From an optimization exercise on the open Yosys and OpenROAD flow, aimed at small area; shortcuts taken in it are not production practice. Function was checked by simulation only, so behaviour that the tests miss may differ from the original. The flow treats the clock pin as an ideal source, which a real chip does not have. Power is estimated from default activity; no workload was simulated.

==> flow/design.v <==
`timescale 1ns / 1ps
module ld19_rx_top( uart_rx, sysclk, rst, led, led0_r, led0_g, led0_b );
    input uart_rx;
    input sysclk;
    input rst;
    output [1:0] led;
    output led0_r;
    output led0_g;
    output led0_b;
    localparam [4:0] INIT = 5'd8, INIT_HIGH = 5'd9, RDY = 5'd10,
                     H0 = 5'd11, H19 = 5'd30, H20 = 5'd31;
    localparam [4:0] TSTART = 5'd0, TEND = 5'd19, TEV = 5'd1;
    localparam [7:0] header = 8'h54;
    reg [4:0] ph;
    reg [4:0] tm;
    reg       mm;
    wire run  = (ph >= H0);
    wire tick = (tm == TEND);
    wire ev   = (ph == H19) && (tm == TEV);
    wire [4:0] rel  = ph - 5'd13;
    wire samp = tick && (ph >= 5'd13) && (ph <= 5'd27) && ph[0];
    wire expb = header[rel[3:1]];
    always @(posedge sysclk) begin
        tm <= (!run || tick) ? TSTART : {tm[3:0], ~(tm[4] ^ tm[2])};
        if (rst)
            ph <= INIT;
        else if (ph == INIT) begin
            if (uart_rx) ph <= INIT_HIGH;
        end else if (ph == INIT_HIGH || ph == RDY) begin
            if (!uart_rx) ph <= ph + 1'b1;
        end else if (tick)
            ph <= (ph == H20) ? RDY : ph + 1'b1;
        if (rst || ev)
            mm <= 1'b0;
        else if (samp && (uart_rx != expb))
            mm <= 1'b1;
    end
    reg [8:0] pb;
    reg [2:0] pk;
    reg [2:0] se;
    reg       tog;
    wire       pb0  = (pb[7:0] == 8'd0);
    wire       pend = pb[8] & pb[7] & !pb[6] & !pb[3] & pb[2] & pb[1] & pb[0];
    wire [8:0] pbn  = {pb[7:0], ~(pb[8] ^ pb[4])};
    wire       pk5  = !pk[2] & pk[1] & !pk[0];
    wire       pk6  = pk[2] & !pk[1] & !pk[0];
    wire [2:0] pkn  = {pk[1:0], ~(pk[2] ^ pk[1])};
    wire [2:0] sen  = {se[1:0], ~se[2]};
    wire [1:0] lvl  = {se[2], se[2] ? ~se[1] : se[0]};
    always @(posedge sysclk) begin
        if (rst) begin
            pb <= 9'd0;
            pk <= 3'd0;
            se <= 3'd0;
            tog <= 1'b0;
        end else if (ev) begin
            if (pk6 || pend) pb <= 9'd0; else pb <= pbn;
            if (pk6 || pk5 || pend) pk <= pkn;
            if (pk6) se <= 3'd0; else if (pb0 && mm && !pk5) se <= sen;
            if (pk6) tog <= ~tog;
        end
    end
    assign led = pk6 ? lvl : 2'b00;
    assign led0_r = tog;
    assign led0_g = 1'b1;
    assign led0_b = 1'b1;
endmodule
==> flow/flow/run.sh <==
#!/bin/bash
# Own layout flow: the standard flow (standard.sh) with these changes:
#  - synthesis: the same ORFS synthesis script (my_synth.tcl wraps it like
#    synth_recipe.tcl), but ABC maps with several area-oriented scripts
#    (abc/*.abc) and the smallest result is kept; yosys's full-adder
#    extraction is skipped (ADDER_MAP_FILE empty);
#  - port buffers use the smallest buffer cell;
#  - the clock is distributed by a single clock buffer (clkbuf.tcl, run
#    before CTS) instead of a two-level tree.
# Each tool's full output is in orfs/logs/sky130hd/ld19_rx_top/base/; make's own
# output is in standard.log.
W=$(pwd)
export MY_ABC_DIR=$W/flow/abc
bash standard.sh \
  SYNTH_SCRIPT=$W/flow/my_synth.tcl \
  ADDER_MAP_FILE= \
  "BUFFER_PORTS_ARGS=-buffer_cell sky130_fd_sc_hd__buf_1" \
  PRE_CTS_TCL=$W/flow/clkbuf.tcl \
  "CTS_ARGS=-sink_clustering_enable -repair_clock_nets -clk_nets sysclk" \
  finish > standard.log 2>&1
==> flow/flow/abc/a1.abc <==
strash; &get -n; &fraig -x; &put; scorr; dc2; strash; &get -n; &dch -f; &nf -R 1000; &put
==> flow/flow/abc/a2.abc <==
strash; dch; map -a; topo
==> flow/flow/abc/a3.abc <==
strash; dc2; strash; dch -f; map -a; mfs2; strash; dch -f; map -a; topo
==> flow/flow/abc/a4.abc <==
strash; ifraig; scorr; dc2; strash; dch -f; amap; topo
==> flow/flow/abc/a5.abc <==
strash; balance; rewrite; refactor; balance; rewrite; rewrite -z; balance; refactor -z; rewrite -z; balance; dch -f; map -a; topo
==> flow/flow/abc/a6.abc <==
strash; balance; rewrite; refactor; balance; rewrite; rewrite -z; balance; refactor -z; rewrite -z; balance; balance; resub -K 6; rewrite; resub -K 6 -N 2; refactor; resub -K 8; balance; resub -K 8 -N 2; rewrite; resub -K 10; rewrite -z; resub -K 10 -N 2; balance; resub -K 12; refactor -z; resub -K 12 -N 2; rewrite -z; balance; &get -n; &dch -f; &nf -R 1000; &put
==> flow/flow/abc/a7.abc <==
strash; balance; resub -K 6; rewrite; resub -K 6 -N 2; refactor; resub -K 8; balance; resub -K 8 -N 2; rewrite; resub -K 10; rewrite -z; resub -K 10 -N 2; balance; resub -K 12; refactor -z; resub -K 12 -N 2; rewrite -z; balance; balance; resub -K 6; rewrite; resub -K 6 -N 2; refactor; resub -K 8; balance; resub -K 8 -N 2; rewrite; resub -K 10; rewrite -z; resub -K 10 -N 2; balance; resub -K 12; refactor -z; resub -K 12 -N 2; rewrite -z; balance; dch -f; map -a; topo
==> flow/flow/abc/d0_20.abc <==
strash; &get -n; &deepsyn -J 20 -S 0; &put; &get -n; &dch -f; &nf -R 1000; &put
==> flow/flow/abc/d0_50.abc <==
strash; &get -n; &deepsyn -J 50 -S 0; &put; &get -n; &dch -f; &nf -R 1000; &put
==> flow/flow/abc/d3_20.abc <==
strash; &get -n; &deepsyn -J 20 -S 3; &put; &get -n; &dch -f; &nf -R 1000; &put
==> flow/flow/abc/d3_50.abc <==
strash; &get -n; &deepsyn -J 50 -S 3; &put; &get -n; &dch -f; &nf -R 1000; &put
==> flow/flow/abc/d5_20.abc <==
strash; &get -n; &deepsyn -J 20 -S 5; &put; &get -n; &dch -f; &nf -R 1000; &put
==> flow/flow/abc/d5_50.abc <==
strash; &get -n; &deepsyn -J 50 -S 5; &put; &get -n; &dch -f; &nf -R 1000; &put
==> flow/flow/abc/e0_20.abc <==
strash; &get -n; &deepsyn -J 20 -S 0; &put; &get -n; &nf -R 1000; &put
==> flow/flow/abc/e0_50.abc <==
strash; &get -n; &deepsyn -J 50 -S 0; &put; &get -n; &nf -R 1000; &put
==> flow/flow/abc/e3_20.abc <==
strash; &get -n; &deepsyn -J 20 -S 3; &put; &get -n; &nf -R 1000; &put
==> flow/flow/abc/e3_50.abc <==
strash; &get -n; &deepsyn -J 50 -S 3; &put; &get -n; &nf -R 1000; &put
==> flow/flow/abc/e5_20.abc <==
strash; &get -n; &deepsyn -J 20 -S 5; &put; &get -n; &nf -R 1000; &put
==> flow/flow/abc/e5_50.abc <==
strash; &get -n; &deepsyn -J 50 -S 5; &put; &get -n; &nf -R 1000; &put
==> flow/flow/clkbuf.tcl <==
# PRE_CTS hook: drive every clock sink from one clock buffer, placed at the
# sinks' centroid (detailed placement in cts.tcl legalizes it). The clock
# port then feeds only this buffer, and clock_tree_synthesis (run with
# -clk_nets sysclk) finds no further net to build a tree on.
set block [ord::get_db_block]
set db [ord::get_db]
set clk [$block findNet sysclk]
set master [$db findMaster sky130_fd_sc_hd__clkbuf_16]
set newnet [odb::dbNet_create $block clknet_root]
$newnet setSigType CLOCK
set inst [odb::dbInst_create $block $master clkbuf_root]
set sx 0; set sy 0; set n 0
foreach it [$clk getITerms] {
  set i [$it getInst]
  set bb [$i getBBox]
  incr sx [expr {([$bb xMin]+[$bb xMax])/2}]
  incr sy [expr {([$bb yMin]+[$bb yMax])/2}]
  incr n
  $it disconnect
  $it connect $newnet
}
$inst setLocation [expr {$sx/$n}] [expr {$sy/$n}]
$inst setPlacementStatus PLACED
[$inst findITerm A] connect $clk
[$inst findITerm X] connect $newnet
puts "clkbuf.tcl: one clock buffer drives $n sinks"
==> flow/flow/my_synth.tcl <==
# The standard synthesis (synth_recipe.tcl), except that ABC's technology
# mapping tries several area-oriented scripts and keeps the smallest result.
proc synth {args} { yosys synth -nofsm -noshare {*}$args }
proc abc {args} {
  set i [lsearch -exact $args -script]
  if {$i >= 0} { set args [lreplace $args $i [expr {$i+1}]] }
  set i [lsearch -exact $args -D]
  if {$i >= 0} { set args [lreplace $args $i [expr {$i+1}]] }
  set lib [lindex $args [expr {[lsearch -exact $args -liberty] + 1}]]
  set scripts [lsort [glob $::env(MY_ABC_DIR)/*.abc]]
  yosys design -save preabc
  set best ""
  set besta 1e99
  foreach s $scripts {
    yosys design -load preabc
    if {[catch {yosys abc -script $s {*}$args} err]} { puts "ABC script $s failed"; continue }
    yosys opt_clean
    yosys tee -q -o $::env(RESULTS_DIR)/abc_try.txt stat -liberty $lib
    set f [open $::env(RESULTS_DIR)/abc_try.txt r]; set t [read $f]; close $f
    if {[regexp {Chip area for module [^:]*: ([0-9.]+)} $t -> a]} {
      puts "ABC script $s: area $a"
      if {$a < $besta} { set besta $a; set best $s; yosys design -save bestabc }
    }
  }
  puts "ABC best script $best: area $besta"
  yosys design -load bestabc
}
source $::env(SCRIPTS_DIR)/synth.tcl
# left out here: clear keep_hierarchy, flatten, clean up, hide names made inside functions, write 1_2_yosys.v
==> flow/standard.sh <==
#!/bin/bash
# synth_recipe.tcl (not shown) runs the flow's synth.tcl, then flattens the netlist and writes it again
# the make line also repeats each setting of config.mk as NAME=value (left out here)
make -C /OpenROAD-flow-scripts/flow DESIGN_CONFIG=/design/flow/config.mk WORK_HOME=/design/flow/orfs CLKGATE_MAP_FILE= SYNTH_SCRIPT=/design/flow/synth_recipe.tcl "${@:-finish}"
==> flow/config.mk <==
export PLATFORM = sky130hd
export DESIGN_NAME = ld19_rx_top
export DESIGN_NICKNAME = ld19_rx_top
export VERILOG_FILES = /design/flow/design.v
export SDC_FILE = /design/flow/constraint.sdc
export NUM_CORES = 4
export LEC_CHECK = 0
export CAP_MARGIN = 0
export CORE_AREA = 2.3 2.7 67.7 67.3
export DIE_AREA = 0 0 70 70
export SLEW_MARGIN = 0
==> flow/constraint.sdc <==
create_clock -name core_clock -period 10.0 [get_ports {sysclk}]
set_input_delay 2.0000 -clock core_clock [delete_from_list [all_inputs] [get_ports {sysclk}]]
set_output_delay 2.0000 -clock core_clock [all_outputs]
set_load 0.01 [all_outputs]
==> reports/qor.txt, run 1 <==
Setup Skew - 2.42 ps
Min-Delay Path Class - flip-flop to flip-flop
run status - finished clean
FILL cells - 442
vias in the first global route - 766
Worst Max-Slew Pin Slew - 628 ps
cts hold-fix bufs - 0
DRT iter0 DRCs - 47
largest net degree at the start of global routing - 28
Synth top area share - 51.0%
largest family of logic cells by synthesized area - simple AND/OR/NAND/NOR gates
Final HPWL DP - 1410 um
multiplexer area fraction after synthesis - 0.945%
VDD IR-drop max - 0.0718 mV
final net count - 122
gpl congestion - 0.750
post-CTS setup buffer count - 0
Synth Area in XOR/XNOR - 4.96%
Fmax - 297 MHz
routing usage on met2 - 14.3%
antenna violations before repair - 0
worst hold path endpoint - tm[4]
synthesis-to-finish area growth - 9.68%
DP Area - 0.00114 sq mm
adder-cell share of the synthesized area - 0%
Leak - 0.383 nW
via count - 840
remaining antenna violation count - 0
Synth Area in Simple Gates - 22.0%
IO buf count - 5
I/O pin count - 8
period utilization - 33.7%
CP max FO - 4
Slew Limit Headroom - 58.0%
post-route core utilization - 28.4%
Final Non-Filler Cells - 167
global-route wire length before repair - 3350 um
R2R Setup Slk - 7800 ps
sequential area share after synthesis - 51.0%
Pre-antenna DRT Iters - 4
Core ar. - 0.00409 sq mm
CP arrival - 1370 ps
asr flop ratio synth - 0%
share of layout cells above drive strength 1 - 1.71%
starting density of the core - 25.9%
met3 usage - 0.433%
setup violators final - 0
Total Die Area - 0.00490 sq mm
Compound-Gate Fraction of Synth Area - 18.3%
Mapped Cells - 111
routed vias/inst - 5.03
Skew-Pair Late Insertion Delay - 160 ps
minimum clock period - 3370 ps
Post-synth EDFFs - 0
row cnt - 23
cell taking the most area after synthesis - dfxtp_1
Synth Flop Type - dfxtp_1
yosys warns - 1
kind of critical path - flip-flop to output port
Crit. End Element - output port
pwr/cell area - 138 mW/mm^2
Final Slew Violations - 0
drt total wl - 1910 um
GR Layer Usage met1 - 10.1%
WP data required - 8000 ps
setup tns final - 0 ps
Clock transition at path regs - 100 ps
Synth Cell Area - 0.00106 sq mm
FF-to-FF path depth - 6
busiest layer in global routing - met2
worst hold path stage count - 1
placed instance count - 166
most common cell in the synthesized netlist - dfxtp_1
routed len/inst - 11.4 um
die width - 70 um
RSZ-0062 raised after global routing - false
startpoint of the worst hold path - tm[3]
FF+latch count, synth - 27
Synth area leaders - dfxtp_1, a22o_1, nor2_1
Final Hold Viols - 0
GRT Total Usage - 7.69%
Avg Cell Area, Syn - 9.55 sq um
Max-cap violations - 0
GR Overflow Total - 0
DRC errors left - 0
Final Instance Area - 0.00116 sq mm
Synth top cells by count - dfxtp_1, nor2_1, a22o_1
CP Launch Type - flip-flop
n_diodes - 0
Worst R2R Start - ph[1]
reg2reg end - pb[8]
DIE HEIGHT - 70 um
Yosys cell types - 29
post-CTS resize count - 0
how the worst max path moves through the flow:
stage	startpoint	endpoint	slack (ps)	cells after the start
global placement	rst	se[2]	6760	6
CTS	rst	se[2]	6700	6
detailed placement	rst	se[2]	6710	6
floorplan	rst	pb[0]	6860	2
finish	pk[2]	led[0]	6630	3
global route	pk[2]	led[0]	6540	3
critical path, stage by stage (launching register included):
cell and delay (ps):
dfxtp_1 410, or3b_1 420, a211oi_1 210, buf_1 170
report_power, final:
| part | total, mW | internal [mW] | switching, mW |
|---|---|---|---|
| registers | 0.110 | 0.108 | 0.00135 |
| clock network | 0.0451 | 0.0185 | 0.0266 |
| logic | 0.00574 | 0.00208 | 0.00366 |
cells by family (layout without fill, tap and decap cells):
family | count (synthesis) | count (layout)
compound gates | 26 | 26
xor+xnor | 6 | 6
buf+inv | 5 | 10
flops | 27 | 27
mux | 1 | 1
other cells | 1 | 2
simple gates | 45 | 45
layout make-up:
class	count	area [sq um]	area share, %
buffer	1	25.0	2.15
inverter	3	11.3	0.969
multi-input combinational	80	497	42.7
sequential	27	541	46.5
tap	50	62.6	5.38
timing repair buffer	6	26.3	2.26
metrics by stage:
stage	worst slack (ps)	power [mW]	hold slack, ps
after floorplan	6860	0.116	429
after global placement	6760	0.118	446
after detailed placement	6710	0.118	469
after CTS	6700	0.152	472
after global routing	6540	0.168	509
final	6630	0.161	480
state kept, by name, summed over array words and instances (netlist names):
signal and count:
pb 9, ph 5, tm 5, pk 3
se 3, mm 1, tog 1
layer usage:
metal,vias up,wire [um],share of wire (%)
met1,408,885,46
met5,-,0,0
met3,2,55,2.9
met2,13,940,49
li1,417,-,-
met4,0,27,1.4
cells in the final DEF, fill, tap and decap left out, types with 2 or more instances in the layout:
master	n
dfxtp_1	27
nor2_1	17
a22o_1	12
a21oi_1	6
xnor2_1	5
nor3_1	5
buf_1	5
nor2b_1	4
clkinv_1	3
a211oi_1	3
nand2_1	3
nand3_1	3
or3b_1	2
and3_1	2
nor4b_1	2
and2_0	2
conb_1	2
==> run 2: changes to the inputs <==
--- a/flow/flow/run.sh
+++ b/flow/flow/run.sh
@@ -14,6 +14,7 @@
 bash standard.sh \
   SYNTH_SCRIPT=$W/flow/my_synth.tcl \
   ADDER_MAP_FILE= \
+  SYNTH_INSBUF=0 \
   "BUFFER_PORTS_ARGS=-buffer_cell sky130_fd_sc_hd__buf_1" \
   PRE_CTS_TCL=$W/flow/clkbuf.tcl \
   "CTS_ARGS=-sink_clustering_enable -repair_clock_nets -clk_nets sysclk" \
--- a/flow/config.mk
+++ b/flow/config.mk
@@ -5,7 +5,8 @@
 export SDC_FILE = /design/flow/constraint.sdc
 export NUM_CORES = 4
 export LEC_CHECK = 0
-export CAP_MARGIN = 0
+export CAP_MARGIN = 20
 export CORE_AREA = 2.3 2.7 67.7 67.3
 export DIE_AREA = 0 0 70 70
-export SLEW_MARGIN = 0
+export GPL_TIMING_DRIVEN = 0
+export SLEW_MARGIN = 20
==> reports/qor.txt, run 2 <==
Synth area leaders - dfxtp_1, a22o_1, nor2_1 (unchanged)
net switching power - 0.0304 mW (was 0.0316 mW)
row cnt - 23 (unchanged)
Final HPWL DP - 1350 um (was 1410 um)
GR Overflow Total - 0 (unchanged)
asr flop ratio synth - 0% (unchanged)
Synth top area share - 51.7% (was 51.0%)
Synth Flop Type - dfxtp_1 (unchanged)
CP Launch Type - flip-flop (unchanged)
post-CTS setup buffer count - 0 (unchanged)
adder-cell share of the synthesized area - 0% (unchanged)
largest reg by FF count - pb (unchanged)
multiplexer area fraction after synthesis - 0.958% (was 0.945%)
cell-by-cell trace of the critical path - or3b_1 > a211oi_1 > buf_1 (unchanged)
Final Non-Filler Cells - 166 (was 167)
minimum clock period - 3390 ps (was 3370 ps)
Mapped Cells - 109 (was 111)
Synth top cells by count - dfxtp_1, nor2_1, a22o_1 (unchanged)
most common cell in the synthesized netlist - dfxtp_1 (unchanged)
VDD IR-drop max - 0.0614 mV (was 0.0718 mV)
Worst R2R Start - ph[1] (unchanged)
run status - finished clean (unchanged)
Setup Skew - 3.73 ps (was 2.42 ps)
reg2reg end - pb[1] (was pb[8])
kind of critical path - flip-flop to output port (unchanged)
R2R Setup Slk - 7600 ps (was 7800 ps)
I/O pin count - 8 (unchanged)
switching share of power - 19.1% (was 19.7%)
setup tns final - 0 ps (unchanged)
Logic pwr share - 3.6% (about the same)
gpl congestion - 0.755 (was 0.750)
remaining antenna violation count - 0 (unchanged)
post-CTS resize count - 0 (unchanged)
Leak - 0.380 nW (was 0.383 nW)
Total Die Area - 0.00490 sq mm (unchanged)
DRT iter0 DRCs - 14 (was 47)
largest net degree at the start of global routing - 28 (unchanged)
RSZ-0062 raised after global routing - false (unchanged)
Reg power frac - 68.8% (was 68.3%)
Top Registers - pb (9), ph (5), tm (5) (unchanged)
critical path's slowest cell - or3b_1 (unchanged)
Skew-Pair Late Insertion Delay - 160 ps (about the same)
largest family of logic cells by synthesized area - simple AND/OR/NAND/NOR gates (unchanged)
global-route wire length before repair - 3480 um (was 3350 um)
IO buf count - 5 (unchanged)
Post-synth EDFFs - 0 (unchanged)
Worst Max-Slew Pin Slew - 807 ps (was 628 ps)
setup violators final - 0 (unchanged)
Core ar. - 0.00409 sq mm (unchanged)
Synth Area in Simple Gates - 22.3% (was 22.0%)
Avg Cell Area, Syn - 9.58 sq um (was 9.55 sq um)
CP arrival - 1390 ps (was 1370 ps)
most frequent cells in the layout - dfxtp_1, nor2_1, a22o_1, a21oi_1 (unchanged)
startpoint of the worst hold path - tm[0] (was tm[3])
antenna violations before repair - 0 (unchanged)
WP data required - 8000 ps (about the same)
Yosys cell types - 28 (was 29)
DIE HEIGHT - 70 um (unchanged)
clock share of power - 27.6% (was 28.1%)
FF+latch count, synth - 27 (unchanged)
final net count - 121 (was 122)
vias in the first global route - 773 (was 766)
Fmax - 295 MHz (was 297 MHz)
synthesis-to-finish area growth - 11.1% (was 9.68%)
max reg flops - 9 (unchanged)
routed len/inst - 11.2 um (was 11.4 um)
yosys warns - 1 (unchanged)
Slew Limit Headroom - 46.0% (was 58.0%)
Compound-Gate Fraction of Synth Area - 18.6% (was 18.3%)
starting density of the core - 25.6% (was 25.9%)
pwr/cell area - 137 mW/mm^2 (was 138 mW/mm^2)
Max-cap violations - 0 (unchanged)
Clock transition at path regs - 100 ps (about the same)
Critical Path Source - pk[2] (unchanged)
FF-to-FF path depth - 4 (was 6)
Final Hold Viols - 0 (unchanged)
cts hold-fix bufs - 0 (unchanged)
Min-Delay Path Class - flip-flop to flip-flop (unchanged)
Synth Area in XOR/XNOR - 5.03% (was 4.96%)
period utilization - 33.9% (was 33.7%)
Final Slew Violations - 0 (unchanged)
share of layout cells above drive strength 1 - 1.72% (was 1.71%)
leading cell type in the layout, fill and taps excluded - dfxtp_1 (unchanged)
Final Power - 0.159 mW (was 0.161 mW)
sequential area share after synthesis - 51.7% (was 51.0%)
placed instance count - 165 (was 166)
Crit. End Element - output port (unchanged)
worst hold path stage count - 1 (unchanged)
GRT Total Usage - 7.90% (was 7.69%)
Setup crit end - led[0] (unchanged)
n_diodes - 0 (unchanged)
via count - 796 (was 840)
die width - 70 um (unchanged)
drt total wl - 1860 um (was 1910 um)
P_int - 0.129 mW (about the same)
largest stage delay on the critical path - 410 ps (was 420 ps)
CP max FO - 4 (unchanged)
routed vias/inst - 4.80 (was 5.03)
DRC errors left - 0 (unchanged)
Synth Cell Area - 0.00104 sq mm (was 0.00106 sq mm)
Pre-antenna DRT Iters - 4 (unchanged)
cell taking the most area after synthesis - dfxtp_1 (unchanged)
==> run 2: how the worst min path moves through the flow <==
stage / to
floorplan: tm[4]
global placement: tm[4]
global route: tm[4]
detailed placement: tm[1]
CTS: tm[1]
finish: tm[1]
==> run 2: kinds of logic (layout without fill, tap and decap cells) <==
| logic type | Yosys count | count (layout) |
|---|---|---|
| AO/OA/AOI/OAI | 26 | 26 |
| XOR/XNOR | 6 | 6 |
| buffers and inverters | 3 | 9 |
| flip-flops | 27 | 27 |
| multiplexers | 1 | 1 |
| other | 1 | 2 |
| AND/OR/NAND/NOR | 45 | 45 |
==> run 2: metal layers <==
layer	routed length (um)	part of all wire [%]	track usage [%]	vias up
met4	30	1.6	1.07	0
met3	63	3.4	0.433	2
li1	-	-	-	410
met2	838	45	13.2	12
met1	922	50	11.5	372
met5	0	0	0	-
==> run 2: cell type report <==
cell class / count / area [sq um]
Timing Repair Buffer: 5 / 18.8
Multi-Input combinational cell: 80 / 503
Sequential cell: 27 / 541
Tap cell: 50 / 62.6
Fill cell: 457 / 2930
Buffer: 1 / 25.0
Inverter: 3 / 11.3
==> run 2: metrics by stage <==
stage / instance area [sq um] / util, % / hold slack (ps) / worst slack, ps
5_1_grt: 1160 / 28.4 / 500 / 6500
6_report: 1160 / 28.4 / 472 / 6610
2_1_floorplan: 1050 / - / 429 / 6860
3_5_place_dp: 1140 / 27.8 / 459 / 6630
3_3_place_gp: 1130 / 27.6 / 446 / 6260
4_1_cts: 1160 / 28.4 / 456 / 6620
==> run 2: worst max-delay path: cells and delay by family (launching register included) <==
family | cells | cell delay [ps]
DFF | 1 | 380
AOI/OAI and AO/OA | 1 | 260
and+or+nand+nor | 1 | 410
buffers and inverters | 1 | 180
==> run 2: power groups by stage <==
stage / clock [mW] / combinational (mW) / sequential (mW)
3_3_place_gp: 0 / 0.00543 / 0.112
5_1_grt: 0.0500 / 0.00665 / 0.110
4_1_cts: 0.0344 / 0.00568 / 0.112
2_1_floorplan: 0 / 0.00401 / 0.112
3_5_place_dp: 0 / 0.00566 / 0.112
6_report: 0.0440 / 0.00566 / 0.110
==> run 3: changes to the inputs <==
--- a/flow/flow/run.sh
+++ b/flow/flow/run.sh
@@ -14,7 +14,6 @@
 bash standard.sh \
   SYNTH_SCRIPT=$W/flow/my_synth.tcl \
   ADDER_MAP_FILE= \
-  SYNTH_INSBUF=0 \
   "BUFFER_PORTS_ARGS=-buffer_cell sky130_fd_sc_hd__buf_1" \
   PRE_CTS_TCL=$W/flow/clkbuf.tcl \
   "CTS_ARGS=-sink_clustering_enable -repair_clock_nets -clk_nets sysclk" \
--- a/flow/config.mk
+++ b/flow/config.mk
@@ -8,5 +8,4 @@
 export CAP_MARGIN = 20
 export CORE_AREA = 2.3 2.7 67.7 67.3
 export DIE_AREA = 0 0 70 70
-export GPL_TIMING_DRIVEN = 0
 export SLEW_MARGIN = 20
==> reports/qor.txt, run 3 <==
run status - finished clean (unchanged)
antenna violations before repair - 0 (unchanged)
die width - 70 um (unchanged)
Crit. End Element - output port (unchanged)
sequential area share after synthesis - 51.0% (was 51.7%)
CP arrival - 1370 ps (was 1390 ps)
largest net degree at the start of global routing - 28 (unchanged)
post-route core utilization - 28.4% (about the same)
Synth top area share - 51.0% (was 51.7%)
Fmax - 297 MHz (was 295 MHz)
minimum clock period - 3370 ps (was 3390 ps)
Final HPWL DP - 1410 um (was 1350 um)
n_diodes - 0 (unchanged)
FILL cells - 442 (was 457)
post-CTS setup buffer count - 0 (unchanged)
Slew Limit Headroom - 58.0% (was 46.0%)
Min-Delay Path Class - flip-flop to flip-flop (unchanged)
Mapped Cells - 111 (was 109)
final worst-path setup slack - 6630 ps (was 6610 ps)
row cnt - 23 (unchanged)
vias in the first global route - 766 (was 773)
VDD IR-drop max - 0.0718 mV (was 0.0614 mV)
leading cell type in the layout, fill and taps excluded - dfxtp_1 (unchanged)
gpl congestion - 0.750 (was 0.755)
DIE HEIGHT - 70 um (unchanged)
CP Launch Type - flip-flop (unchanged)
Synth area leaders - dfxtp_1, a22o_1, nor2_1 (unchanged)
Yosys cell types - 29 (was 28)
Synth Flop Type - dfxtp_1 (unchanged)
Top Registers - pb (9), ph (5), tm (5) (unchanged)
Pre-antenna DRT Iters - 4 (unchanged)
pwr/cell area - 138 mW/mm^2 (was 137 mW/mm^2)
Clock transition at path regs - 100 ps (about the same)
IO buf count - 5 (unchanged)
Final Hold Viols - 0 (unchanged)
DRC errors left - 0 (unchanged)
Post-synth EDFFs - 0 (unchanged)
Skew-Pair Late Insertion Delay - 160 ps (about the same)
GRT Total Usage - 7.69% (was 7.90%)
drt total wl - 1910 um (was 1860 um)
largest reg by FF count - pb (unchanged)
share of layout cells above drive strength 1 - 1.71% (was 1.72%)
Max-cap violations - 0 (unchanged)
routed len/inst - 11.4 um (was 11.2 um)
Worst Max-Slew Pin Slew - 628 ps (was 807 ps)
GR Overflow Total - 0 (unchanged)
post-CTS resize count - 0 (unchanged)
most frequent cells in the layout - dfxtp_1, nor2_1, a22o_1, a21oi_1 (unchanged)
final net count - 122 (was 121)
RSZ-0062 raised after global routing - false (unchanged)
most common cell in the synthesized netlist - dfxtp_1 (unchanged)
via count - 840 (was 796)
cell-by-cell trace of the critical path - or3b_1 > a211oi_1 > buf_1 (unchanged)
FF+latch count, synth - 27 (unchanged)
asr flop ratio synth - 0% (unchanged)
Multi-input gate area - 497 sq um (was 503 sq um)
Final Slew Violations - 0 (unchanged)
setup tns final - 0 ps (unchanged)
Setup Skew - 2.42 ps (was 3.73 ps)
CP max FO - 4 (unchanged)
setup violators final - 0 (unchanged)
kind of critical path - flip-flop to output port (unchanged)
Total Die Area - 0.00490 sq mm (unchanged)
Setup Slack @ Placement - 6710 ps (was 6630 ps)
I/O pin count - 8 (unchanged)
Leak - 0.383 nW (was 0.380 nW)
Avg Cell Area, Syn - 9.55 sq um (was 9.58 sq um)
max reg flops - 9 (unchanged)
largest stage delay on the critical path - 420 ps (was 410 ps)
Synth top cells by count - dfxtp_1, nor2_1, a22o_1 (unchanged)
cts hold-fix bufs - 0 (unchanged)
starting density of the core - 25.9% (was 25.6%)
cell taking the most area after synthesis - dfxtp_1 (unchanged)
global-route wire length before repair - 3350 um (was 3480 um)
Synth Cell Area - 0.00106 sq mm (was 0.00104 sq mm)
synthesis-to-finish area growth - 9.68% (was 11.1%)
routed vias/inst - 5.03 (was 4.80)
critical path's slowest cell - or3b_1 (unchanged)
register area - 541 sq um (unchanged)
yosys warns - 1 (unchanged)
remaining antenna violation count - 0 (unchanged)
WP data required - 8000 ps (about the same)
DRT iter0 DRCs - 47 (was 14)
period utilization - 33.7% (was 33.9%)
Core ar. - 0.00409 sq mm (unchanged)
run 3: power breakdown:
part	internal [mW]	switching, mW	total, mW
Sequential	0.108	0.00135	0.110
Combinational	0.00208	0.00366	0.00574
Clock	0.0185	0.0266	0.0451
run 3: cell type report:
| class | instances | area share [%] |
|---|---|---|
| Sequential cell | 27 | 46.5 |
| Inverter | 3 | 0.969 |
| Multi-Input combinational cell | 80 | 42.7 |
| Buffer | 1 | 2.15 |
| Tap cell | 50 | 5.38 |
| Timing Repair Buffer | 6 | 2.26 |
run 3: logic make-up (layout without fill, tap and decap cells):
family          Yosys count  after routing  synth area share [%]
compound gates           26             26                  18.3
other cells               1              2                 0.354
xor+xnor                  6              6                  4.96
buf+inv                   5             10                  2.48
flops                    27             27                  51.0
simple gates             45             45                  22.0
mux                       1              1                 0.945
run 3: per-layer routing:
metal / vias to the layer above / GRT usage [%] / routed length (um)
met4: 0 / 0.855 / 27
met2: 13 / 14.3 / 940
li1: 417 / - / -
met1: 408 / 10.1 / 885
met5: - / 0 / 0
met3: 2 / 0.433 / 55
run 3: worst paths after layout:
path / from / to / slack (ps) / cells after the start
worst max-delay path: pk[2] / led[0] / 6630 / 3
worst min-delay path: tm[3] / tm[4] / 480 / 1
worst max register to register: ph[1] / pb[8] / 7800 / 6
worst min register to register: tm[3] / tm[4] / 480 / 1
run 3: worst max-delay path, delay by kind of cell (launching register included):
family	cells	cell delay, ps
AOI/OAI and AO/OA	1	210
buffers and inverters	1	170
DFF	1	410
and+or+nand+nor	1	420
run 3: per-stage QoR:
step | instances | power [mW] | instance area (sq um) | hold WS [ps]
after floorplan | 112 | 0.116 | 1060 | 429
after global placement | 166 | 0.118 | 1140 | 446
after detailed placement | 166 | 0.118 | 1140 | 469
after CTS | 167 | 0.152 | 1160 | 472
after global routing | 167 | 0.168 | 1160 | 509
final | 167 | 0.161 | 1160 | 480
==> run 4: changes to the inputs <==
--- a/flow/flow/run.sh
+++ b/flow/flow/run.sh
@@ -14,6 +14,7 @@
 bash standard.sh \
   SYNTH_SCRIPT=$W/flow/my_synth.tcl \
   ADDER_MAP_FILE= \
+  SYNTH_INSBUF=0 \
   "BUFFER_PORTS_ARGS=-buffer_cell sky130_fd_sc_hd__buf_1" \
   PRE_CTS_TCL=$W/flow/clkbuf.tcl \
   "CTS_ARGS=-sink_clustering_enable -repair_clock_nets -clk_nets sysclk" \
--- a/flow/flow/clkbuf.tcl
+++ b/flow/flow/clkbuf.tcl
@@ -5,7 +5,7 @@
 set block [ord::get_db_block]
 set db [ord::get_db]
 set clk [$block findNet sysclk]
-set master [$db findMaster sky130_fd_sc_hd__clkbuf_16]
+set master [$db findMaster sky130_fd_sc_hd__buf_12]
 set newnet [odb::dbNet_create $block clknet_root]
 $newnet setSigType CLOCK
 set inst [odb::dbInst_create $block $master clkbuf_root]
--- a/flow/config.mk
+++ b/flow/config.mk
@@ -8,4 +8,5 @@
 export CAP_MARGIN = 20
 export CORE_AREA = 2.3 2.7 67.7 67.3
 export DIE_AREA = 0 0 70 70
+export GPL_TIMING_DRIVEN = 0
 export SLEW_MARGIN = 20
==> reports/qor.txt, run 4 <==
max reg flops - 9 (unchanged)
share of layout cells above drive strength 1 - 1.72% (was 1.71%)
Skew-Pair Late Insertion Delay - 130 ps (was 160 ps)
Final HPWL DP - 1350 um (was 1410 um)
Synth top cells by count - dfxtp_1, nor2_1, a22o_1 (unchanged)
GRT Total Usage - 7.90% (was 7.69%)
Synth top area share - 51.7% (was 51.0%)
Post-synth EDFFs - 0 (unchanged)
post-CTS setup buffer count - 0 (unchanged)
asr flop ratio synth - 0% (unchanged)
minimum clock period - 3370 ps (about the same)
Pre-antenna DRT Iters - 4 (unchanged)
VDD IR-drop max - 0.0595 mV (was 0.0718 mV)
setup tns final - 0 ps (unchanged)
Worst R2R Start - ph[1] (unchanged)
Avg Cell Area, Syn - 9.58 sq um (was 9.55 sq um)
routed len/inst - 11.2 um (was 11.4 um)
largest net degree at the start of global routing - 28 (unchanged)
sequential area share after synthesis - 51.7% (was 51.0%)
DRT iter0 DRCs - 14 (was 47)
n_diodes - 0 (unchanged)
GR Overflow Total - 0 (unchanged)
kind of critical path - flip-flop to output port (unchanged)
Top Registers - pb (9), ph (5), tm (5) (unchanged)
Core ar. - 0.00409 sq mm (unchanged)
Clock transition at path regs - 100 ps (about the same)
Leak - 0.377 nW (was 0.383 nW)
setup violators final - 0 (unchanged)
post-CTS resize count - 0 (unchanged)
most common cell in the synthesized netlist - dfxtp_1 (unchanged)
Yosys cell types - 28 (was 29)
Worst Max-Slew Pin Slew - 807 ps (was 628 ps)
remaining antenna violation count - 0 (unchanged)
startpoint of the worst hold path - tm[0] (was tm[3])
routed vias/inst - 4.81 (was 5.03)
WP data required - 8000 ps (about the same)
cell taking the most area after synthesis - dfxtp_1 (unchanged)
period utilization - 33.7% (about the same)
CP arrival - 1370 ps (about the same)
Min-Delay Path Class - flip-flop to flip-flop (unchanged)
Slew Limit Headroom - 46.0% (was 58.0%)
I/O pin count - 8 (unchanged)
Synth Cell Area - 0.00104 sq mm (was 0.00106 sq mm)
Crit. End Element - output port (unchanged)
IO buf count - 5 (unchanged)
row cnt - 23 (unchanged)
Final Hold Viols - 0 (unchanged)
vias in the first global route - 773 (was 766)
DRC errors left - 0 (unchanged)
Synth area leaders - dfxtp_1, a22o_1, nor2_1 (unchanged)
synthesis-to-finish area growth - 10.7% (was 9.68%)
yosys warns - 1 (unchanged)
gpl congestion - 0.755 (was 0.750)
Final Power - 0.157 mW (was 0.161 mW)
Synth Flop Type - dfxtp_1 (unchanged)
register area - 541 sq um (unchanged)
die width - 70 um (unchanged)
final worst-path setup slack - 6630 ps (about the same)
FILL cells - 457 (was 442)
starting density of the core - 25.6% (was 25.9%)
antenna violations before repair - 0 (unchanged)
RSZ-0062 raised after global routing - false (unchanged)
Setup Slack @ Placement - 6630 ps (was 6710 ps)
CP Launch Type - flip-flop (unchanged)
FF+latch count, synth - 27 (unchanged)
leading cell type in the layout, fill and taps excluded - dfxtp_1 (unchanged)
most frequent cells in the layout - dfxtp_1, nor2_1, a22o_1, a21oi_1 (unchanged)
via count - 799 (was 840)
Multi-input gate area - 503 sq um (was 497 sq um)
cts hold-fix bufs - 0 (unchanged)
run status - finished clean (unchanged)
Mapped Cells - 109 (was 111)
Critical Path Source - pk[2] (unchanged)
pwr/cell area - 136 mW/mm^2 (was 138 mW/mm^2)
largest reg by FF count - pb (unchanged)
Final Slew Violations - 0 (unchanged)
final net count - 121 (was 122)
Fmax - 297 MHz (about the same)
post-route core utilization - 28.3% (was 28.4%)
global-route wire length before repair - 3480 um (was 3350 um)
DIE HEIGHT - 70 um (unchanged)
R2R Setup Slk - 7600 ps (was 7800 ps)
Setup Skew - 2.33 ps (was 2.42 ps)
Max-cap violations - 0 (unchanged)
drt total wl - 1850 um (was 1910 um)
CP max FO - 4 (unchanged)
Total Die Area - 0.00490 sq mm (unchanged)
[run 4: logic make-up after synthesis]
family | count (synthesis) | synth area share, %
mux | 1 | 0.958
compound gates | 26 | 18.6
buf+inv | 3 | 1.08
other cells | 1 | 0.359
simple gates | 45 | 22.3
xor+xnor | 6 | 5.03
flops | 27 | 51.7
[run 4: final cells by class]
| class | instances | share of cell area [%] |
|---|---|---|
| buffer | 1 | 1.73 |
| inverter | 3 | 0.974 |
| multi-input combinational | 80 | 43.5 |
| sequential | 27 | 46.8 |
| tap | 50 | 5.41 |
| timing repair buffer | 5 | 1.62 |
[run 4: stage by stage]
stage / area [sq um] / instances / hold WS (ps)
floorplan: 1050 / 110 / 429
finish: 1160 / 166 / 473
detailed placement: 1140 / 165 / 459
global placement: 1130 / 165 / 446
CTS: 1160 / 166 / 456
global route: 1160 / 166 / 501
[run 4: final timing paths]
check,endpoint,cells past startpoint
setup / recovery,led[0],3
setup reg to reg,pb[1],4
hold reg to reg,tm[1],1
hold / removal,tm[1],1
[run 4: report_power, final]
| group | switching (mW) | total [mW] | internal, mW |
|---|---|---|---|
| registers | 0.00124 | 0.110 | 0.108 |
| logic | 0.00358 | 0.00566 | 0.00208 |
| clock network | 0.0255 | 0.0418 | 0.0163 |
| total | 0.0303 | 0.157 | 0.127 |
[run 4: worst max-delay path, stage by stage (launching register included)]
cell	delay, ps
dfxtp_1	390
or3b_1	410
a211oi_1	260
buf_1	180
[run 4: metal layers]
metal	vias to the layer above	share of wire, %	GRT usage (%)
met4	0	1.6	1.07
met2	12	46	13.2
met3	2	3.4	0.433
met5	-	0	0
li1	411	-	-
met1	374	49	11.5
==> run 5: changes to the inputs <==
--- a/flow/design.v
+++ b/flow/design.v
@@ -7,30 +7,30 @@
     output led0_r;
     output led0_g;
     output led0_b;
-    localparam [4:0] INIT = 5'd8, INIT_HIGH = 5'd9, RDY = 5'd10,
-                     H0 = 5'd11, H19 = 5'd30, H20 = 5'd31;
-    localparam [4:0] TSTART = 5'd0, TEND = 5'd19, TEV = 5'd1;
-    localparam [7:0] header = 8'h54;
     reg [4:0] ph;
     reg [4:0] tm;
     reg       mm;
-    wire run  = (ph >= H0);
-    wire tick = (tm == TEND);
-    wire ev   = (ph == H19) && (tm == TEV);
-    wire [4:0] rel  = ph - 5'd13;
-    wire samp = tick && (ph >= 5'd13) && (ph <= 5'd27) && ph[0];
-    wire expb = header[rel[3:1]];
+    wire run  = (ph[2]) | (ph[4]) | (ph[0] & ph[1]);
+    wire isinit = (!ph[0] & !ph[1] & !ph[2] & !ph[4]);
+    wire waitlow = (!ph[0] & ph[1] & !ph[2] & !ph[4]) | (ph[0] & !ph[1] & !ph[2] & !ph[4]);
+    wire h20  = (ph[0] & ph[1] & ph[2] & ph[3] & ph[4]);
+    wire h19  = (!ph[0] & ph[1] & ph[2] & ph[3] & ph[4]);
+    wire tick = (tm[0] & tm[1] & tm[2] & tm[4]);
+    wire tev  = (tm[0] & tm[2] & tm[3]);
+    wire ev   = h19 && tev;
+    wire samp = tick && ((ph[0] & !ph[3]) | (ph[0] & !ph[2] & ph[4]) | (ph[0] & ph[2] & !ph[4]));
+    wire expb = (!ph[1] & ph[4]);
     always @(posedge sysclk) begin
-        tm <= (!run || tick) ? TSTART : {tm[3:0], ~(tm[4] ^ tm[2])};
+        tm <= (!run || tick) ? 5'd22 : {tm[3:0], ~(tm[4] ^ tm[2])};
         if (rst)
-            ph <= INIT;
-        else if (ph == INIT) begin
-            if (uart_rx) ph <= INIT_HIGH;
-        end else if (ph == INIT_HIGH || ph == RDY) begin
+            ph <= 5'd8;
+        else if (isinit) begin
+            if (uart_rx) ph <= ph + 1'b1;
+        end else if (waitlow) begin
             if (!uart_rx) ph <= ph + 1'b1;
         end else if (tick)
-            ph <= (ph == H20) ? RDY : ph + 1'b1;
-        if (rst || ev)
+            ph <= h20 ? 5'd10 : ph + 1'b1;
+        if (!run)
             mm <= 1'b0;
         else if (samp && (uart_rx != expb))
             mm <= 1'b1;
--- a/flow/flow/clkbuf.tcl
+++ b/flow/flow/clkbuf.tcl
@@ -1,4 +1,4 @@
-# PRE_CTS hook: drive every clock sink from one clock buffer, placed at the
+# PRE_CTS hook: drive every clock sink from one clock buffer (buf_12), placed at the
 # sinks' centroid (detailed placement in cts.tcl legalizes it). The clock
 # port then feeds only this buffer, and clock_tree_synthesis (run with
 # -clk_nets sysclk) finds no further net to build a tree on.
@@ -23,4 +23,4 @@
 $inst setPlacementStatus PLACED
 [$inst findITerm A] connect $clk
 [$inst findITerm X] connect $newnet
-puts "clkbuf.tcl: one clock buffer drives $n sinks"
+puts "clkbuf.tcl: one clock buffer (buf_12) drives $n sinks"
==> reports/qor.txt, run 5 <==
delay-heaviest family, CP - simple AND/OR/NAND/NOR gates (unchanged)
Fmax - 306 MHz (was 297 MHz)
startpoint of the worst hold path - mm (was tm[0])
Mapped Cells - 106 (was 109)
Final Hold Viols - 0 (unchanged)
register area - 541 sq um (unchanged)
P_int - 0.129 mW (was 0.127 mW)
Setup Skew - 2.71 ps (was 2.33 ps)
CP arrival - 3300 ps (was 1370 ps)
largest reg by FF count - pb (unchanged)
Logic pwr share - 4.9% (was 3.6%)
I/O pin count - 8 (unchanged)
remaining antenna violation count - 0 (unchanged)
gpl congestion - 0.888 (was 0.755)
max reg flops - 9 (unchanged)
sequential area share after synthesis - 52.9% (was 51.7%)
largest family of logic cells by synthesized area - compound AO/OA/AOI/OAI gates (was simple AND/OR/NAND/NOR gates)
drt total wl - 1920 um (was 1850 um)
most frequent cells in the layout - dfxtp_1, nor2_1, a22o_1, nand3_1 (was dfxtp_1, nor2_1, a22o_1, a21oi_1)
leading cell type in the layout, fill and taps excluded - dfxtp_1 (unchanged)
Synth area leaders - dfxtp_1, a22o_1, nor2_1 (unchanged)
Leak - 0.382 nW (was 0.377 nW)
via count - 801 (was 799)
adder-cell share of the synthesized area - 0% (unchanged)
Synth top area share - 52.9% (was 51.7%)
Post-synth EDFFs - 0 (unchanged)
pwr/cell area - 143 mW/mm^2 (was 136 mW/mm^2)
switching share of power - 20.2% (was 19.3%)
FILL cells - 431 (was 457)
routed len/inst - 11.8 um (was 11.2 um)
post-CTS resize count - 0 (unchanged)
multiplexer area fraction after synthesis - 0% (was 0.958%)
Compound-Gate Fraction of Synth Area - 21.1% (was 18.6%)
Total Die Area - 0.00490 sq mm (unchanged)
DRT iter0 DRCs - 17 (was 14)
worst hold slack - 478 ps (was 473 ps)
Crit. End Element - flip-flop (was output port)
Synth Cell Area - 0.00102 sq mm (was 0.00104 sq mm)
Skew-Pair Late Insertion Delay - 130 ps (about the same)
run status - finished clean (unchanged)
global-route wire length before repair - 3440 um (was 3480 um)
clock share of power - 26.0% (was 26.6%)
Yosys cell types - 28 (unchanged)
starting density of the core - 25.0% (was 25.6%)
CP Launch Type - input port (was flip-flop)
kind of critical path - input port to flip-flop (was flip-flop to output port)
Slew Limit Headroom - 45.3% (was 46.0%)
DIE HEIGHT - 70 um (unchanged)
Top Registers - pb (9), ph (5), tm (5) (unchanged)
Synth Area in Simple Gates - 21.1% (was 22.3%)
Worst Max-Slew Pin Slew - 816 ps (was 807 ps)
Final Power - 0.161 mW (was 0.157 mW)
yosys warns - 1 (unchanged)
Synth Area in XOR/XNOR - 3.43% (was 5.03%)
asr flop ratio synth - 0% (unchanged)
critical path's slowest cell - nor3_1 (was or3b_1)
Final HPWL DP - 1490 um (was 1350 um)
n_diodes - 0 (unchanged)
GR Overflow Total - 0 (unchanged)
final net count - 118 (was 121)
CP max FO - 10 (was 4)
Clock transition at path regs - 100 ps (about the same)
vias in the first global route - 780 (was 773)
Synth Flop Type - dfxtp_1 (unchanged)
largest stage delay on the critical path - 450 ps (was 410 ps)
die width - 70 um (unchanged)
post-CTS setup buffer count - 0 (unchanged)
antenna violations before repair - 0 (unchanged)
minimum clock period - 3270 ps (was 3370 ps)
cts hold-fix bufs - 0 (unchanged)
Pre-antenna DRT Iters - 4 (unchanged)
Critical Path Source - rst (was pk[2])
Max-cap violations - 0 (unchanged)
net switching power - 0.0326 mW (was 0.0303 mW)
IO buf count - 5 (unchanged)
largest net degree at the start of global routing - 28 (unchanged)
row cnt - 23 (unchanged)
CP Buf/Inv Count - 1 (unchanged)
cell-by-cell trace of the critical path - buf_1 > nor2_1 > nand2_1 > nor3_1 > nor2_1 > a22o_1 (was or3b_1 > a211oi_1 > buf_1)
share of layout cells above drive strength 1 - 0.885% (was 1.72%)
most common cell in the synthesized netlist - dfxtp_1 (unchanged)
RSZ-0062 raised after global routing - false (unchanged)
Worst R2R Start - ph[4] (was ph[1])
routed vias/inst - 4.91 (was 4.81)
Multi-input gate area - 473 sq um (was 503 sq um)
Final Slew Violations - 0 (unchanged)
FF+latch count, synth - 27 (unchanged)
DRC errors left - 0 (unchanged)
most frequent cell on the critical path - nor2_1
WP data required - 10,040 ps (was 8000 ps)
Reg power frac - 69.1% (was 69.8%)
Min-Delay Path Class - flip-flop to flip-flop (unchanged)
Core ar. - 0.00409 sq mm (unchanged)
setup tns final - 0 ps (unchanged)
setup violators final - 0 (unchanged)
Avg Cell Area, Syn - 9.63 sq um (was 9.58 sq um)
VDD IR-drop max - 0.0975 mV (was 0.0595 mV)
cell taking the most area after synthesis - dfxtp_1 (unchanged)
Synth top cells by count - dfxtp_1, a22o_1, nor2_1 (was dfxtp_1, nor2_1, a22o_1)
period utilization - 32.7% (was 33.7%)
synthesis-to-finish area growth - 10.3% (was 10.7%)
GRT Total Usage - 7.92% (was 7.90%)
-- run 5: changes by cell type after synthesis, moves of 2 or more --
cell,delta
nor2_1,-4
nand3_1,+3
nor2b_1,-3
o21ai_0,+3
xnor2_1,-3
nor3b_1,+2
or3b_1,-2
-- run 5: path summary, 6_finish.rpt --
| check | slack, ps | cells past startpoint | endpoint |
|---|---|---|---|
| hold / removal | 480 | 2 | mm |
| setup reg to reg | 7850 | 6 | se[1] |
| setup / recovery | 6730 | 6 | se[1] |
| hold reg to reg | 480 | 2 | mm |
-- run 5: kinds of logic after synthesis --
family	count (synthesis)
xor+xnor	4
compound gates	29
buf+inv	3
simple gates	42
other cells	1
flops	27
-- run 5: layout make-up --
| cell class | count | share of cell area [%] |
|---|---|---|
| buffer | 1 | 1.78 |
| sequential | 27 | 48.0 |
| tap | 50 | 5.56 |
| timing repair buffer | 5 | 1.67 |
| multi-input combinational | 77 | 42.0 |
| inverter | 3 | 1.00 |
-- run 5: tightest hold or removal path: cells and delay by family (launching register included) --
kind / cells / cell delay (ps)
AO/OA/AOI/OAI: 1 / 40
AND/OR/NAND/NOR: 1 / 70
flip-flops: 1 / 340
-- run 5: stage by stage --
stage / instance area, sq um / worst slack, ps / utilization (%) / std cells
2_1_floorplan: 1020 / 7010 / - / 107
5_1_grt: 1130 / 6580 / 27.6 / 163
4_1_cts: 1130 / 6570 / 27.6 / 163
6_report: 1130 / 6730 / 27.6 / 163
3_5_place_dp: 1110 / 6570 / 27.1 / 162
3_3_place_gp: 1110 / 6620 / 27.1 / 162
-- run 5: power by group through the flow --
stage	Combinational [mW]	Clock (mW)	Sequential (mW)
3_3_place_gp	0.00740	0	0.114
2_1_floorplan	0.00530	0	0.114
4_1_cts	0.00799	0.0326	0.114
5_1_grt	0.00910	0.0476	0.112
3_5_place_dp	0.00794	0	0.114
6_report	0.00791	0.0420	0.111
-- run 5: metal layers --
metal,vias up,share of wire [%],track usage [%]
li1,406,-,-
met1,380,47,9.83
met2,13,50,15.1
met3,2,2.6,0.577
met4,0,0.52,1.07
met5,-,0,0
==> run 6: changes to the inputs <==
==> flow/flow/abc/m0_100.abc (new file) <==
strash; &get -n; &deepsyn -J 100 -S 0; &put; &get -n; &dch -f; &nf -R 1000; &put; mfs3 -ae
==> flow/flow/abc/m0_20.abc (new file) <==
strash; &get -n; &deepsyn -J 20 -S 0; &put; &get -n; &dch -f; &nf -R 1000; &put; mfs3 -ae
==> flow/flow/abc/m14_100.abc (new file) <==
strash; &get -n; &deepsyn -J 100 -S 14; &put; &get -n; &dch -f; &nf -R 1000; &put; mfs3 -ae
==> flow/flow/abc/m14_20.abc (new file) <==
strash; &get -n; &deepsyn -J 20 -S 14; &put; &get -n; &dch -f; &nf -R 1000; &put; mfs3 -ae
==> flow/flow/abc/m3_100.abc (new file) <==
strash; &get -n; &deepsyn -J 100 -S 3; &put; &get -n; &dch -f; &nf -R 1000; &put; mfs3 -ae
==> flow/flow/abc/m3_20.abc (new file) <==
strash; &get -n; &deepsyn -J 20 -S 3; &put; &get -n; &dch -f; &nf -R 1000; &put; mfs3 -ae
==> flow/flow/abc/m5_100.abc (new file) <==
strash; &get -n; &deepsyn -J 100 -S 5; &put; &get -n; &dch -f; &nf -R 1000; &put; mfs3 -ae
==> flow/flow/abc/m5_20.abc (new file) <==
strash; &get -n; &deepsyn -J 20 -S 5; &put; &get -n; &dch -f; &nf -R 1000; &put; mfs3 -ae
==> reports/qor.txt, run 6 <==
Final HPWL DP - 1330 um (was 1490 um)
routed len/inst - 10.5 um (was 11.8 um)
Setup Slack @ Placement - 6560 ps (was 6570 ps)
IO buf count - 5 (unchanged)
starting density of the core - 24.9% (was 25.0%)
CP Buf/Inv Count - 1 (unchanged)
sequential area share after synthesis - 53.2% (was 52.9%)
most frequent cells in the layout - dfxtp_1, nor2_1, a22o_1, nand2_1, a21oi_1 (was dfxtp_1, nor2_1, a22o_1, nand3_1)
most common cell in the synthesized netlist - dfxtp_1 (unchanged)
Top Registers - pb (9), ph (5), tm (5) (unchanged)
kind of critical path - flip-flop to output port (was input port to flip-flop)
period utilization - 33.7% (was 32.7%)
CP arrival - 1370 ps (was 3300 ps)
Synth area leaders - dfxtp_1, a22o_1, nor2_1 (unchanged)
largest stage delay on the critical path - 400 ps (was 450 ps)
CP Launch Type - flip-flop (was input port)
leading cell type in the layout, fill and taps excluded - dfxtp_1 (unchanged)
largest reg by FF count - pb (unchanged)
die width - 70 um (unchanged)
remaining antenna violation count - 0 (unchanged)
RSZ-0062 raised after global routing - false (unchanged)
cell taking the most area after synthesis - dfxtp_1 (unchanged)
Setup Skew - 3.80 ps (was 2.71 ps)
via count - 755 (was 801)
n_diodes - 0 (unchanged)
vias in the first global route - 768 (was 780)
Clock transition at path regs - 100 ps (about the same)
yosys warns - 1 (unchanged)
Final Non-Filler Cells - 166 (was 163)
placed instance count - 165 (was 162)
worst hold slack - 455 ps (was 478 ps)
max reg flops - 9 (unchanged)
Avg Cell Area, Syn - 9.32 sq um (was 9.63 sq um)
DIE HEIGHT - 70 um (unchanged)
register area - 541 sq um (unchanged)
drt total wl - 1740 um (was 1920 um)
Max-cap violations - 0 (unchanged)
FF+latch count, synth - 27 (unchanged)
routed vias/inst - 4.55 (was 4.91)
setup tns final - 0 ps (unchanged)
GR Overflow Total - 0 (unchanged)
Min-Delay Path Class - flip-flop to flip-flop (unchanged)
post-CTS setup buffer count - 0 (unchanged)
post-CTS resize count - 0 (unchanged)
asr flop ratio synth - 0% (unchanged)
share of layout cells above drive strength 1 - 0.862% (was 0.885%)
Slew Limit Headroom - 57.3% (was 45.3%)
cts hold-fix bufs - 0 (unchanged)
row cnt - 23 (unchanged)
Final Slew Violations - 0 (unchanged)
Core ar. - 0.00409 sq mm (unchanged)
Multi-input gate area - 464 sq um (was 473 sq um)
gpl congestion - 0.793 (was 0.888)
run status - finished clean (unchanged)
pwr/cell area - 145 mW/mm^2 (was 143 mW/mm^2)
final net count - 121 (was 118)
Worst Max-Slew Pin Slew - 638 ps (was 816 ps)
cell-by-cell trace of the critical path - xnor2_1 > nor2_1 > nor2b_1 > o211a_1 > buf_1 (was buf_1 > nor2_1 > nand2_1 > nor3_1 > nor2_1 > a22o_1)
Leak - 0.383 nW (was 0.382 nW)
CP max FO - 4 (was 10)
antenna violations before repair - 0 (unchanged)
DRT iter0 DRCs - 11 (was 17)
Final Hold Viols - 0 (unchanged)
critical path's slowest cell - dfxtp_1 (was nor3_1)
Skew-Pair Late Insertion Delay - 140 ps (was 130 ps)
Fmax - 296 MHz (was 306 MHz)
largest net degree at the start of global routing - 28 (unchanged)
Total Die Area - 0.00490 sq mm (unchanged)
final worst-path setup slack - 6630 ps (was 6730 ps)
Yosys cell types - 24 (was 28)
Synth Flop Type - dfxtp_1 (unchanged)
R2R Setup Slk - 7860 ps (was 7850 ps)
Post-synth EDFFs - 0 (unchanged)
Mapped Cells - 109 (was 106)
setup violators final - 0 (unchanged)
Synth top cells by count - dfxtp_1, nor2_1, a22o_1 (was dfxtp_1, a22o_1, nor2_1)
synthesis-to-finish area growth - 10.3% (about the same)
global-route wire length before repair - 3190 um (was 3440 um)
I/O pin count - 8 (unchanged)
DRC errors left - 0 (unchanged)
delay-heaviest family, CP - flip-flops (was simple AND/OR/NAND/NOR gates)
Synth top area share - 53.2% (was 52.9%)
Synth Cell Area - 0.00102 sq mm (about the same)
GRT Total Usage - 7.23% (was 7.92%)
WP data required - 8000 ps (was 10,040 ps)
Pre-antenna DRT Iters - 3 (was 4)
Crit. End Element - output port (was flip-flop)
minimum clock period - 3370 ps (was 3270 ps)
FILL cells - 448 (was 431)
VDD IR-drop max - 0.0716 mV (was 0.0975 mV)
[run 6: kinds of logic after synthesis]
group,count (synthesis),synth area share (%)
buffers and inverters,4,1.48
DFF,27,53.2
and+or+nand+nor,42,19.6
other,1,0.369
AOI/OAI and AO/OA,31,21.9
xor gates and xnor gates,4,3.45
[run 6: final timing paths]
check,startpoint,end,cells after the start
setup / recovery,pk[1],led[0],5
hold / removal,tm[1],tm[2],1
setup reg to reg,ph[4],se[2],6
hold reg to reg,tm[1],tm[2],1
[run 6: layout make-up]
cell class	count	share of cell area [%]
repair buffers	5	1.67
flip-flops and latches	27	48.2
inverters	4	1.34
well taps	50	5.58
plain buffers	1	1.79
multi-input cells	79	41.4
[run 6: per-stage QoR]
stage / total power [mW] / util (%) / instance area, sq um
finish: 0.162 / 27.4 / 1120
global route: 0.169 / 27.4 / 1120
CTS: 0.155 / 27.4 / 1120
detailed placement: 0.122 / 26.9 / 1100
global placement: 0.121 / 26.9 / 1100
floorplan: 0.119 / - / 1020
[run 6: routing by layer]
layer | track usage [%] | share of wire, % | wire (um) | vias to the layer above
met5 | 0 | 0 | 0 | -
met4 | 0.855 | 1.1 | 19 | 0
met3 | 0.144 | 1.3 | 23 | 2
met2 | 13.5 | 47 | 825 | 6
met1 | 9.48 | 50 | 875 | 344
li1 | - | - | - | 403
[run 6: power breakdown]
group | internal (mW) | switching (mW) | leakage [nW]
Sequential | 0.110 | 0.00170 | 0.218
Combinational | 0.00282 | 0.00531 | 0.155
Clock | 0.0163 | 0.0267 | 0.00940
Total | 0.129 | 0.0337 | 0.383

-- re-timing with driven ports --
The flow's constraints put no driver on any port. The routed layouts listed below were extracted and timed again, unchanged, in two steps. Step 1, drivers: a clkbuf_16 drives sysclk and a buf_2 each remaining input, both assumed. Step 2, shift: input delay + t, output delay - t, t = (earliest + latest rising clock arrival at the registers) / 2. This alone moves slack from input paths to output paths. Three values: ideal ports, drivers, drivers and shift; two values: the first two.
run	t (ns)	slack for setup (ns)	clock arrival spread, ns	worst register clock-pin slew, ns	cell pins on the clock port's net
run 1	0.190	6.629 / 6.598 / 6.693	0.002 / 0.002	0.10 / 0.10	1
run 2	0.188	6.610 / 6.579 / 6.635	0.004 / 0.004	0.10 / 0.10	1
run 3	0.190	6.629 / 6.598 / 6.693	0.002 / 0.002	0.10 / 0.10	1
run 4	0.165	6.635 / 6.602 / 6.634	0.002 / 0.003	0.10 / 0.10	1
run 5	0.160	6.734 / 6.744 / 6.584	0.003 / 0.003	0.10 / 0.10	1
run 6	0.164	6.627 / 6.598 / 6.557	0.004 / 0.004	0.10 / 0.10	1
After both steps every run listed still meets setup and hold. The setup slack of run 5, which loses most, moves by +0.010 ns with the drivers and by -0.150 ns with both steps.
